Context: an optimization exercise on an open-source flow, tuned for small area. The choices shown serve that exercise and are no tape-out recipe. Where RTL was checked, it was by simulation tests only, not by an equivalence proof against the original. The flow treats the clock pin as an ideal source, which a real chip does not have. Power and IR drop assume default switching activity.

==> run a: inputs <==
// xmodem
module xmodem(
    output wire xmodem_done,
    output wire xmodem_saw_valid_block,
    output wire xmodem_saw_invalid_block,
    output wire xmodem_receiving_repeat_block,
    output wire xmodem_saw_valid_msg_byte,
    output wire [7:0] xmodem_data_byte,
    output wire tx,
    input wire start,
    input wire rx_pin,
    input wire clk, rst
);
    wire [7:0] data_byte;
    wire svb;
    wire saw_block, valid_block, saw_EOT_block;
    wire send_ACK, send_NAK;
    xm_rx u_rx(.clk(clk), .rst(rst), .rx_pin(rx_pin), .data_byte(data_byte), .svb(svb));
    xm_blk u_blk(.clk(clk), .rst(rst), .data_byte(data_byte), .svb(svb),
        .saw_block(saw_block), .valid_block(valid_block), .saw_EOT_block(saw_EOT_block),
        .msg_byte(xmodem_saw_valid_msg_byte), .repeat_block(xmodem_receiving_repeat_block));
    xm_proto u_proto(.clk(clk), .rst(rst), .start(start), .saw_block(saw_block),
        .valid_block(valid_block), .saw_EOT_block(saw_EOT_block),
        .send_ACK(send_ACK), .send_NAK(send_NAK));
    xm_tx u_tx(.clk(clk), .rst(rst), .send_ACK(send_ACK), .send_NAK(send_NAK), .tx(tx));
    assign xmodem_data_byte = data_byte;
    assign xmodem_saw_valid_block = saw_block & valid_block;
    assign xmodem_saw_invalid_block = saw_block & ~valid_block;
    assign xmodem_done = saw_EOT_block;
endmodule
export LEC_CHECK = 0
export CAP_MARGIN = 0
export CORE_MARGIN = 2
export CORE_UTILIZATION = 40
export CTS_BUF_LIST = sky130_fd_sc_hd__clkbuf_8
export CTS_CLUSTER_SIZE = 24
export SLEW_MARGIN = 0
create_clock -name core_clock -period 20.0 [get_ports {clk}]
standard.sh (not shown) runs the stock make flow with config.mk's settings and CLKGATE_MAP_FILE= SYNTH_SCRIPT=/design/flow/synth_recipe.tcl, a recipe that flattens the netlist after the stock synthesis.
==> flow/flow/run.sh <==
#!/bin/bash
# Own layout flow: the standard synthesis, then an area-oriented re-mapping
# of its combinational logic (registers, their names and cell types kept),
# then the standard layout steps with 1-drive port buffers.
set -euo pipefail
W=$PWD
R=$W/orfs/results/$FLOW_PLATFORM/xmodem/base
LIB=$FLOW_HOME/platforms/$FLOW_PLATFORM/lib/sky130_fd_sc_hd__tt_025C_1v80.lib
YOSYS=${YOSYS_EXE:-$FLOW_HOME/../tools/install/yosys/bin/yosys}

bash standard.sh synth > $W/std_synth.log 2>&1
cp $R/1_2_yosys.v $W/std_1_2_yosys.v

RS_LIB=$LIB RS_IN=$W/std_1_2_yosys.v RS_OUT=$W/resynth.v RS_TOP=$FLOW_TOP \
  RS_ABC=$W/flow/area.abc $YOSYS -c $W/flow/resynth.tcl > $W/resynth.log 2>&1

# replace the synthesized netlist and rebuild 1_synth.odb from it
cp $W/resynth.v $R/1_2_yosys.v
rm -f $R/1_synth.odb $R/1_synth.sdc
bash standard.sh synth > $W/std_synth_odb.log 2>&1

bash standard.sh "BUFFER_PORTS_ARGS=-buffer_cell sky130_fd_sc_hd__buf_1" finish > $W/std_finish.log 2>&1
Other scripts of this flow, unchanged in this note and not shown: flow/flow/area.abc, flow/flow/resynth.tcl
==> run b: changes against run a <==
==> flow/design.v (replaced) <==
`timescale 1ns / 1ps
`default_nettype none
 `timescale 1ns / 1ps
`default_nettype none
 `timescale 1ns / 1ps
`default_nettype none
module xmodem(
    output wire xmodem_done,
    output wire xmodem_saw_valid_block,
    output wire xmodem_saw_invalid_block,
    output wire xmodem_receiving_repeat_block,
    output wire xmodem_saw_valid_msg_byte,
    output wire [7:0] xmodem_data_byte,
    output wire tx,
    input wire start,
    input wire rx_pin,
    input wire clk, rst
);
    reg rx_q1, rx_s, rx_d;
    always @(posedge clk, posedge rst)
        if (rst) begin
            rx_q1 <= 1'b1;
            rx_s  <= 1'b1;
        end else begin
            rx_q1 <= rx_pin;
            rx_s  <= rx_q1;
        end
    always @(posedge clk) rx_d <= rx_s;
    wire negedge_rx = ~rx_s & rx_d;
    reg [3:0] r;                             
    reg [8:0] rc;                            
    reg [8:0] data;
    wire r_idle = r[3] & r[1] & r[0];        
    wire r_b10  = r[3] & r[1] & ~r[0];       
    wire rc_max = (rc[7:0] == 8'b0111_1000);
    wire take_sample = ~r_idle & rc_max;
    always @(posedge clk, posedge rst)
        if (rst) r <= 4'd11;
        else if (r_idle) r <= negedge_rx ? 4'd0 : 4'd11;
        else if (rc_max | r_b10) r <= r + 4'd1;
    always @(posedge clk)
        if (r_idle) rc <= 9'b1_0110_0010;    
        else rc <= {rc[7:4], rc[3] ^ rc_max, rc[2:0], rc[8] ^ rc[3]};
    always @(posedge clk, posedge rst)
        if (rst) data <= 9'd0;
        else if (take_sample) data <= {rx_s, data[8:1]};
    wire [7:0] data_byte = data[7:0];
    wire svb = r_b10 & data[8];              
    reg       D;
    reg [6:0] n;
    reg [7:0] chk;
    reg [7:0] prev;
    reg       F1, F2;
    wire b_SA = ~D &  n[1] &  n[0];
    wire b_SB = ~D & ~n[1] & ~n[0];
    wire b_SC = ~D & ~n[1] &  n[0];
    wire b_SE = ~D &  n[1] & ~n[0];
    wire is_SOH = (data_byte == 8'h01);
    wire is_EOT = (data_byte == 8'h04);
    wire adv = svb & (~b_SA | is_SOH);
    always @(posedge clk, posedge rst)
        if (rst) begin
            D <= 1'b0;
            n <= 7'd3;
        end else if (adv) begin
            n[1:0] <= n[1:0] + 2'd1;
            n[6:2] <= n[6:2] + {4'd0, D & n[1] & n[0]};
            D <= D ^ (n == 7'd1);
        end
    always @(posedge clk)
        if (~D & ~n[1]) chk <= 8'd0;
        else if (svb) chk <= chk + data_byte;
    wire [7:0] t;                            
    assign t[0] = 1'b1;
    genvar gi;
    generate
        for (gi = 1; gi < 8; gi = gi + 1) begin : g_t
            assign t[gi] = t[gi-1] & prev[gi-1];
        end
    endgenerate
    wire [7:0] dd = data_byte ^ prev;
    wire [7:0] de = dd ^ t;
    always @(posedge clk)
        if (svb & b_SB) begin
            F1 <= ~|dd;
            F2 <= ~|de;
        end else if (svb & b_SC) begin
            F1 <= (F1 & (&dd)) | (F2 & (&de));
        end
    wire saw_block = svb & b_SE;
    wire valid_block = F1 & (chk == data_byte);
    wire saw_valid_block = saw_block & valid_block;
    wire saw_invalid_block = saw_block & ~valid_block;
    wire saw_EOT_block = svb & b_SA & is_EOT;
    always @(posedge clk, posedge rst)
        if (rst) prev <= 8'd0;
        else if (saw_valid_block & F2) prev <= prev ^ t;
    assign xmodem_data_byte = data_byte;
    assign xmodem_saw_valid_msg_byte = svb & D;
    assign xmodem_saw_valid_block = saw_valid_block;
    assign xmodem_saw_invalid_block = saw_invalid_block;
    assign xmodem_receiving_repeat_block = svb & b_SC & F1;
    assign xmodem_done = saw_EOT_block;
    reg        ps;
    reg [3:0]  tc, ic;
    reg [17:0] tmr;
    wire tfN = (tmr[16:0] == 17'b0_1101_1001_1110_1010);
    wire timeout = (tc == 4'd10) | (ic == 4'd10);
    always @(posedge clk, posedge rst)
        if (rst) ps <= 1'b0;
        else ps <= ps ? ~(timeout | saw_EOT_block) : start;
    always @(posedge clk, posedge rst)
        if (rst) tc <= 4'd0;
        else if (ps & saw_valid_block) tc <= 4'd0;
        else if (ps & tfN) tc <= tc + 4'd1;
    always @(posedge clk, posedge rst)
        if (rst) ic <= 4'd0;
        else if (ps & saw_valid_block) ic <= 4'd0;
        else if (ps & saw_invalid_block) ic <= ic + 4'd1;
    always @(posedge clk, posedge rst)
        if (rst) tmr <= 18'b01_1011_0011_1101_0101;    
        else if (ps & (tfN | ~saw_valid_block))
            tmr <= {tmr[16:0], tmr[17] ^ tmr[6] ^ tfN};
    wire send_ACK = ps ? saw_valid_block : saw_EOT_block;
    wire send_NAK = ps ? (tfN | saw_invalid_block) : start;
    reg [3:0] s;                             
    reg       ack;
    reg [8:0] tcy;                           
    wire s_idle = s[3] & s[1] & s[0];
    wire s_b10  = s[3] & s[1] & ~s[0];
    wire bit_sent = (tcy[7:0] == 8'b0111_1000);
    always @(posedge clk, posedge rst)
        if (rst) s <= 4'd11;
        else if (s_idle) s <= (send_ACK | send_NAK) ? 4'd0 : 4'd11;
        else if (bit_sent | s_b10) s <= s + 4'd1;
    always @(posedge clk)
        if (s_idle) ack <= send_ACK;
    always @(posedge clk)
        if (s_idle) tcy <= 9'b0_1110_0001;   
        else tcy <= {tcy[7:4], tcy[3] ^ bit_sent, tcy[2:0], tcy[8] ^ tcy[3]};
    reg txb;
    always @(*)
        case (s)
            4'd1:    txb = 1'b0;
            4'd2:    txb = ~ack;             
            4'd3:    txb = ack;
            4'd5:    txb = 1'b0;
            4'd6:    txb = ~ack;
            4'd7:    txb = 1'b0;
            4'd8:    txb = 1'b0;
            4'd9:    txb = 1'b0;
            default: txb = 1'b1;
        endcase
    assign tx = txb;
endmodule
- CAP_MARGIN: 0 -> 20
- SLEW_MARGIN: 0 -> 20
==> run c: changes against run a <==
- CORE_UTILIZATION: 40 -> 60
- CTS_BUF_LIST: sky130_fd_sc_hd__clkbuf_8 -> sky130_fd_sc_hd__clkbuf_16
- CTS_CLUSTER_DIAMETER: unset -> 200
- CTS_CLUSTER_SIZE: 24 -> 50
==> comparison <==
- Against run b, the first-iteration DRC count of run c is smaller by 15%.
- In run b the final cell count is larger than in run c, by about 10%.
- Synthesized cell count is the same in run a and run c.
- The highest worst hold slack belongs to run a, the lowest to run c.
- Area after synthesis is the same in run c and run a.
For run a and run c, only the layout was checked, not whether the RTL still works.

* * *

==> tundra: inputs <==
xmodem again, from the RTL that the note above started with.
## xmodem
module xmodem(
    output wire xmodem_done,
    output wire xmodem_saw_valid_block,
    output wire xmodem_saw_invalid_block,
    output wire xmodem_receiving_repeat_block,
    output wire xmodem_saw_valid_msg_byte,
    output wire [7:0] xmodem_data_byte,
    output wire tx,
    input wire start,
    input wire rx_pin,
    input wire clk, rst
);
    wire [7:0] data_byte;
    wire svb;
    wire saw_block, valid_block, saw_EOT_block;
    wire send_ACK, send_NAK;
    xm_rx u_rx(.clk(clk), .rst(rst), .rx_pin(rx_pin), .data_byte(data_byte), .svb(svb));
    xm_blk u_blk(.clk(clk), .rst(rst), .data_byte(data_byte), .svb(svb),
        .saw_block(saw_block), .valid_block(valid_block), .saw_EOT_block(saw_EOT_block),
        .msg_byte(xmodem_saw_valid_msg_byte), .repeat_block(xmodem_receiving_repeat_block));
    xm_proto u_proto(.clk(clk), .rst(rst), .start(start), .saw_block(saw_block),
        .valid_block(valid_block), .saw_EOT_block(saw_EOT_block),
        .send_ACK(send_ACK), .send_NAK(send_NAK));
    xm_tx u_tx(.clk(clk), .rst(rst), .send_ACK(send_ACK), .send_NAK(send_NAK), .tx(tx));
    assign xmodem_data_byte = data_byte;
    assign xmodem_saw_valid_block = saw_block & valid_block;
    assign xmodem_saw_invalid_block = saw_block & ~valid_block;
    assign xmodem_done = saw_EOT_block;
endmodule
==> module xm_rx, before the edit <==
module xm_rx(
    input wire clk, rst,
    input wire rx_pin,
    output wire [7:0] data_byte,
    output wire svb                          
);
    reg rx_q1, rx_s, rx_d;
    always @(posedge clk, posedge rst)
        if (rst) begin
            rx_q1 <= 1'b1;
            rx_s  <= 1'b1;
        end else begin
            rx_q1 <= rx_pin;
            rx_s  <= rx_q1;
        end
    always @(posedge clk) rx_d <= rx_s;
    wire negedge_rx = ~rx_s & rx_d;
    reg [3:0] r;                             
    reg [8:0] rc;                            
    reg [8:0] data;
    wire r_idle = ~r[3] & ~r[2];             
    wire r_b10  = &r;                        
    wire rc_max = (rc[7:0] == 8'b0111_1000);
    wire take_sample = ~r_idle & rc_max;
    always @(posedge clk, posedge rst)
        if (rst) r <= 4'd0;
        else if (r_idle) r <= negedge_rx ? 4'd5 : 4'd0;
        else if (rc_max | r_b10) r <= r + 4'd1;
    always @(posedge clk)
        if (r_idle) rc <= 9'b1_0110_0010;    
        else rc <= {rc[7:4], rc[3] ^ rc_max, rc[2:0], rc[8] ^ rc[3]};
    always @(posedge clk, posedge rst)
        if (rst) data <= 9'd0;
        else if (take_sample) data <= {rx_s, data[8:1]};
    assign data_byte = data[7:0];
    assign svb = r_b10 & data[8];
endmodule
==> module xm_tx, before the edit <==
module xm_tx(
    input wire clk, rst,
    input wire send_ACK, send_NAK,
    output wire tx
);
    reg [3:0] s;                             
    reg       ack;
    reg [8:0] tcy;                           
    wire s_idle = s[3] & s[1] & s[0];
    wire s_b10  = s[3] & s[1] & ~s[0];
    wire bit_sent = (tcy[7:0] == 8'b0111_1000);
    always @(posedge clk, posedge rst)
        if (rst) s <= 4'd11;
        else if (s_idle) s <= (send_ACK | send_NAK) ? 4'd0 : 4'd11;
        else if (bit_sent | s_b10) s <= s + 4'd1;
    always @(posedge clk)
        if (s_idle) ack <= send_ACK;
    always @(posedge clk)
        if (s_idle) tcy <= 9'b0_1110_0001;   
        else tcy <= {tcy[7:4], tcy[3] ^ bit_sent, tcy[2:0], tcy[8] ^ tcy[3]};
    reg txb;
    always @(*)
        case (s)
            4'd1:    txb = 1'b0;
            4'd2:    txb = ~ack;             
            4'd3:    txb = ack;
            4'd5:    txb = 1'b0;
            4'd6:    txb = ~ack;
            4'd7:    txb = 1'b0;
            4'd8:    txb = 1'b0;
            4'd9:    txb = 1'b0;
            default: txb = 1'b1;
        endcase
    assign tx = txb;
endmodule
clock: 20.0 ns
lec_check: 0
cap_margin: 20
core_margin: 2
core_utilization: 65
slew_margin: 20
==> flow/flow/run.sh <==
#!/bin/bash
# Own layout flow: the standard synthesis, then an area-oriented re-mapping
# of its combinational logic (registers, their names and cell types kept),
# then the standard layout steps with 1-drive port buffers and a clock
# tree without dummy load cells.
set -euo pipefail
W=$PWD
R=$W/orfs/results/$FLOW_PLATFORM/xmodem/base
LIB=$FLOW_HOME/platforms/$FLOW_PLATFORM/lib/sky130_fd_sc_hd__tt_025C_1v80.lib
YOSYS=${YOSYS_EXE:-$FLOW_HOME/../tools/install/yosys/bin/yosys}

bash standard.sh synth > $W/std_synth.log 2>&1
cp $R/1_2_yosys.v $W/std_1_2_yosys.v

# re-map with each ABC script in flow/abc/ (in parallel), keep the smallest netlist
for s in $W/flow/abc/*.abc; do
  n=$(basename $s .abc)
  ( RS_LIB=$LIB RS_IN=$W/std_1_2_yosys.v RS_OUT=$W/resynth_$n.v RS_TOP=$FLOW_TOP \
      RS_ABC=$s timeout 600 $YOSYS -c $W/flow/resynth.tcl > $W/resynth_$n.log 2>&1 || true ) &
done
wait
best=""; best_area=""
for s in $W/flow/abc/*.abc; do
  n=$(basename $s .abc)
  [[ -f $W/resynth_$n.v.stat && -f $W/resynth_$n.v ]] || continue
  a=$(awk '/Chip area/ {print $NF}' $W/resynth_$n.v.stat)
  [[ -n "$a" ]] || continue
  echo "$n $a" >> $W/resynth_areas.txt
  if [[ -z "$best" ]] || awk -v a=$a -v b=$best_area 'BEGIN{exit !(a<b)}'; then
    best=$n; best_area=$a
  fi
done
echo "best $best $best_area" >> $W/resynth_areas.txt
[[ -n "$best" ]]

# replace the synthesized netlist and rebuild 1_synth.odb from it
cp $W/resynth_$best.v $R/1_2_yosys.v
rm -f $R/1_synth.odb $R/1_synth.sdc
bash standard.sh synth > $W/std_synth_odb.log 2>&1

CTS="-sink_clustering_enable -repair_clock_nets -dont_use_dummy_load"
if [[ -f $W/flow/cts_args.txt ]]; then CTS="$CTS $(cat $W/flow/cts_args.txt)"; fi
bash standard.sh "BUFFER_PORTS_ARGS=-buffer_cell sky130_fd_sc_hd__buf_1" "CTS_ARGS=$CTS" finish > $W/std_finish.log 2>&1
==> flow/flow/abc/d3.abc <==
strash; &get -n; &deepsyn -T 60; &put; balance -l; resub -K 6 -l; rewrite -l; resub -K 6 -N 2 -l; refactor -l; resub -K 8 -l; balance -l; resub -K 8 -N 2 -l; rewrite -l; resub -K 10 -l; rewrite -z -l; resub -K 10 -N 2 -l; balance -l; resub -K 12 -l; refactor -z -l; resub -K 12 -N 2 -l; rewrite -z -l; balance -l; dch -f; amap; strash; dch -f; amap; topo; dnsize
==> flow/flow/abc/d7.abc <==
strash; &get -n; &deepsyn -T 60 -S 7; &put; balance -l; resub -K 6 -l; rewrite -l; resub -K 6 -N 2 -l; refactor -l; resub -K 8 -l; balance -l; resub -K 8 -N 2 -l; rewrite -l; resub -K 10 -l; rewrite -z -l; resub -K 10 -N 2 -l; balance -l; resub -K 12 -l; refactor -z -l; resub -K 12 -N 2 -l; rewrite -z -l; balance -l; dch -f; amap; strash; dch -f; amap; topo; dnsize
==> flow/flow/cts_args.txt <==
-buf_list sky130_fd_sc_hd__clkbuf_8 -sink_clustering_size 30
Other scripts of this flow, unchanged in this note and not shown: flow/flow/abc/b5.abc, flow/flow/abc/d4.abc, flow/flow/resynth.tcl
==> inputs of ember, as changes to tundra <==
--- a/flow/flow/run.sh
+++ b/flow/flow/run.sh
@@ -12,22 +12,17 @@
 bash standard.sh synth > $W/std_synth.log 2>&1
 cp $R/1_2_yosys.v $W/std_1_2_yosys.v
 
-# re-map with each ABC script in flow/abc/ (in parallel), keep the smallest netlist
-for s in $W/flow/abc/*.abc; do
-  n=$(basename $s .abc)
-  ( RS_LIB=$LIB RS_IN=$W/std_1_2_yosys.v RS_OUT=$W/resynth_$n.v RS_TOP=$FLOW_TOP \
-      RS_ABC=$s timeout 600 $YOSYS -c $W/flow/resynth.tcl > $W/resynth_$n.log 2>&1 || true ) &
-done
-wait
+# re-map with each ABC script in flow/abc/, keep the smallest netlist
 best=""; best_area=""
 for s in $W/flow/abc/*.abc; do
   n=$(basename $s .abc)
-  [[ -f $W/resynth_$n.v.stat && -f $W/resynth_$n.v ]] || continue
-  a=$(awk '/Chip area/ {print $NF}' $W/resynth_$n.v.stat)
-  [[ -n "$a" ]] || continue
-  echo "$n $a" >> $W/resynth_areas.txt
-  if [[ -z "$best" ]] || awk -v a=$a -v b=$best_area 'BEGIN{exit !(a<b)}'; then
-    best=$n; best_area=$a
+  if RS_LIB=$LIB RS_IN=$W/std_1_2_yosys.v RS_OUT=$W/resynth_$n.v RS_TOP=$FLOW_TOP \
+      RS_ABC=$s timeout 600 $YOSYS -c $W/flow/resynth.tcl > $W/resynth_$n.log 2>&1; then
+    a=$(awk '/Chip area/ {print $NF}' $W/resynth_$n.v.stat)
+    echo "$n $a" >> $W/resynth_areas.txt
+    if [[ -z "$best" ]] || awk -v a=$a -v b=$best_area 'BEGIN{exit !(a<b)}'; then
+      best=$n; best_area=$a
+    fi
   fi
 done
 echo "best $best $best_area" >> $W/resynth_areas.txt
==> flow/flow/cts_args.txt (replaced) <==
-buf_list sky130_fd_sc_hd__clkbuf_8 -sink_clustering_size 24
CORE_UTILIZATION = 40   (was 65)
removed: flow/flow/abc/d3.abc
removed: flow/flow/abc/d7.abc
==> inputs of juniper, as changes to tundra <==
--- a/flow/design.v
+++ b/flow/design.v
@@ -39,7 +39,7 @@
     output wire [7:0] data_byte,
     output wire svb                          
 );
-    reg rx_q1, rx_s, rx_d;
+    reg rx_q1, rx_s;
     always @(posedge clk, posedge rst)
         if (rst) begin
             rx_q1 <= 1'b1;
@@ -48,19 +48,19 @@
             rx_q1 <= rx_pin;
             rx_s  <= rx_q1;
         end
-    always @(posedge clk) rx_d <= rx_s;
-    wire negedge_rx = ~rx_s & rx_d;
-    reg [3:0] r;                             
+    reg [3:0] r;
     reg [8:0] rc;                            
     reg [8:0] data;
     wire r_idle = ~r[3] & ~r[2];             
+    wire negedge_rx = ~rx_s & r[0];          
     wire r_b10  = &r;                        
     wire rc_max = (rc[7:0] == 8'b0111_1000);
     wire take_sample = ~r_idle & rc_max;
     always @(posedge clk, posedge rst)
         if (rst) r <= 4'd0;
-        else if (r_idle) r <= negedge_rx ? 4'd5 : 4'd0;
-        else if (rc_max | r_b10) r <= r + 4'd1;
+        else if (r_idle) r <= negedge_rx ? 4'd5 : {3'd0, rx_s};
+        else if (r_b10) r <= {3'd0, rx_s};
+        else if (rc_max) r <= r + 4'd1;
     always @(posedge clk)
         if (r_idle) rc <= 9'b1_0110_0010;    
         else rc <= {rc[7:4], rc[3] ^ rc_max, rc[2:0], rc[8] ^ rc[3]};
@@ -167,13 +167,14 @@
     reg [3:0] s;                             
     reg       ack;
     reg [8:0] tcy;                           
-    wire s_idle = s[3] & s[1] & s[0];
-    wire s_b10  = s[3] & s[1] & ~s[0];
+    wire s_idle = ~|s;                       
+    wire s_b10  = s[3] & s[1] & s[0];        
     wire bit_sent = (tcy[7:0] == 8'b0111_1000);
     always @(posedge clk, posedge rst)
-        if (rst) s <= 4'd11;
-        else if (s_idle) s <= (send_ACK | send_NAK) ? 4'd0 : 4'd11;
-        else if (bit_sent | s_b10) s <= s + 4'd1;
+        if (rst) s <= 4'd0;
+        else if (s_idle) s <= (send_ACK | send_NAK) ? 4'd1 : 4'd0;
+        else if (s_b10) s <= 4'd0;
+        else if (bit_sent) s <= s + 4'd1;
     always @(posedge clk)
         if (s_idle) ack <= send_ACK;
     always @(posedge clk)
@@ -182,14 +183,14 @@
     reg txb;
     always @(*)
         case (s)
-            4'd1:    txb = 1'b0;
-            4'd2:    txb = ~ack;             
-            4'd3:    txb = ack;
-            4'd5:    txb = 1'b0;
-            4'd6:    txb = ~ack;
-            4'd7:    txb = 1'b0;
+            4'd2:    txb = 1'b0;
+            4'd3:    txb = ~ack;             
+            4'd4:    txb = ack;
+            4'd6:    txb = 1'b0;
+            4'd7:    txb = ~ack;
             4'd8:    txb = 1'b0;
             4'd9:    txb = 1'b0;
+            4'd10:   txb = 1'b0;
             default: txb = 1'b1;
         endcase
     assign tx = txb;
--- a/flow/flow/run.sh
+++ b/flow/flow/run.sh
@@ -2,7 +2,8 @@
 # Own layout flow: the standard synthesis, then an area-oriented re-mapping
 # of its combinational logic (registers, their names and cell types kept),
 # then the standard layout steps with 1-drive port buffers and a clock
-# tree without dummy load cells.
+# tree without dummy load cells whose buffers are then downsized where the
+# clock-pin slew allows.
 set -euo pipefail
 W=$PWD
 R=$W/orfs/results/$FLOW_PLATFORM/xmodem/base
@@ -40,4 +41,4 @@
 
 CTS="-sink_clustering_enable -repair_clock_nets -dont_use_dummy_load"
 if [[ -f $W/flow/cts_args.txt ]]; then CTS="$CTS $(cat $W/flow/cts_args.txt)"; fi
-bash standard.sh "BUFFER_PORTS_ARGS=-buffer_cell sky130_fd_sc_hd__buf_1" "CTS_ARGS=$CTS" finish > $W/std_finish.log 2>&1
+bash standard.sh "BUFFER_PORTS_ARGS=-buffer_cell sky130_fd_sc_hd__buf_1" "CTS_ARGS=$CTS" "POST_CTS_TCL=$W/flow/post_cts.tcl" finish > $W/std_finish.log 2>&1
==> flow/flow/cts_args.txt (replaced) <==
-buf_list sky130_fd_sc_hd__clkbuf_8
==> flow/flow/post_cts.tcl (new file) <==
set ::pc_limit 0.110
proc pc_worst_clk_slew {} {
  set w 0
  foreach p [get_pins -hierarchical */CLK] {
    foreach rf {rise fall} {
      set s [get_property $p slew_max_$rf]
      if {$s > $w} { set w $s }
    }
  }
  return $w
}
estimate_parasitics -placement
puts "post_cts: worst clock-pin slew before [pc_worst_clk_slew] ns"
set bufs {}
foreach inst [[ord::get_db_block] getInsts] {
  set m [[$inst getMaster] getName]
  if {[regexp {^sky130_fd_sc_hd__clkbuf_(\d+)$} $m -> sz] && [string match clkbuf_* [$inst getName]]} {
    lappend bufs [$inst getName]
  }
}
foreach name $bufs {
  set c [get_cells $name]
  set orig [get_property $c ref_name]
  set keep $orig
  foreach b {sky130_fd_sc_hd__clkbuf_4 sky130_fd_sc_hd__clkbuf_2} {
    replace_cell $c $b
    estimate_parasitics -placement
    if {[pc_worst_clk_slew] <= $::pc_limit} { set keep $b } else { break }
  }
  replace_cell $c $keep
  estimate_parasitics -placement
  puts "post_cts: $name $orig -> $keep"
}
puts "post_cts: worst clock-pin slew after [pc_worst_clk_slew] ns"
detailed_placement
check_placement -verbose
==> qor summary <==
quantity	tundra	juniper	ember
Number of CTS-inserted buffers	9	-	9
Logic power comb	0.0000193 W	0.0000718 W	0.0000692 W
Buffering stage count on the worst path with inverters included	3	2	4
Cell depth of the worst setup path	7	8	8
Initial drt markers	239	124	166
All-Layer GR Usage	25.1%	25.0%	16.3%
Total area of multi-input combinational cells	0.00141 mm^2	0.00137 mm^2	0.00153 mm^2
Worst setup slack for register-to-register paths	16.78 ns	16.06 ns	16.90 ns
Portion of total power attributed to the clock network	30.1%	20.2%	22.2%
Critical R2R Capture	u_blk.prev[7]$_DFFE_PP0P_	u_blk.prev[7]$_DFFE_PP0P_	u_blk.F1$_DFFE_PP_
Cell-internal power	0.000245 W	0.000295 W	0.000317 W
Leakage power of the design	1.62 nW	1.67 nW	1.69 nW
Number of global-route vias before repair	2789	2832	2816
Multi-In Gates	267	265	282
Area delta synth->final	7.98%	6.96%	9.42%
Share of total power in combinational logic	6.1%	17.4%	16.0%
Finished Core Util	71.5%	71.0%	44.5%
Result of the run	no timing/DRC/antenna violations	no timing/DRC/antenna violations	no timing/DRC/antenna violations
Startpoint of the most critical setup path	u_blk.chk[3]$_SDFFE_PP0P_	u_blk.prev[3]$_DFFE_PP0P_	u_rx.data[3]$_DFFE_PP0P_
Transition time of the tightest slew-check pin	0.750 ns	0.759 ns	0.778 ns
Layout buffering overhead excluding clock cells	2.18%	1.91%	1.84%
No functional check of the RTL was part of tundra and ember.

==> re-timing with driven ports <==
The results above use ideal ports. As a check the final layouts listed here were re-extracted and re-timed, cells and wires unchanged.
Step 1 sets driving cells, clkbuf_16 on the clock port and buf_2 on the other inputs (assumed; they add their load-dependent delay and slew).
Step 2 times the ports against the registers' clock, not the clock port: input delays grow and output delays shrink by t, the midpoint of the rising clock arrivals with the driver on.
a / b / c = ideal ports / drivers / drivers and shift; a / b = the first two.
run	t, ns	setup slack, ns	worst setup path after step 2	clock arrival spread, ns	slew at the worst register clock pin (ns)
run a	0.396	13.443 / 13.410 / 13.806	register to output	0.012 / 0.011	0.09 / 0.09
run b	0.389	13.252 / 13.216 / 13.605	register to output	0.008 / 0.009	0.09 / 0.09
run c	0.368	13.481 / 13.447 / 13.815	register to output	0.008 / 0.008	0.07 / 0.07
tundra	0.372	13.682 / 13.653 / 14.025	register to output	0.023 / 0.023	0.09 / 0.09
ember	0.382	13.598 / 13.563 / 13.945	register to output	0.026 / 0.026	0.09 / 0.09
juniper	0.539	13.311 / 13.283 / 13.822	register to output	0.036 / 0.036	0.11 / 0.11
After both steps every run listed still meets setup and hold.
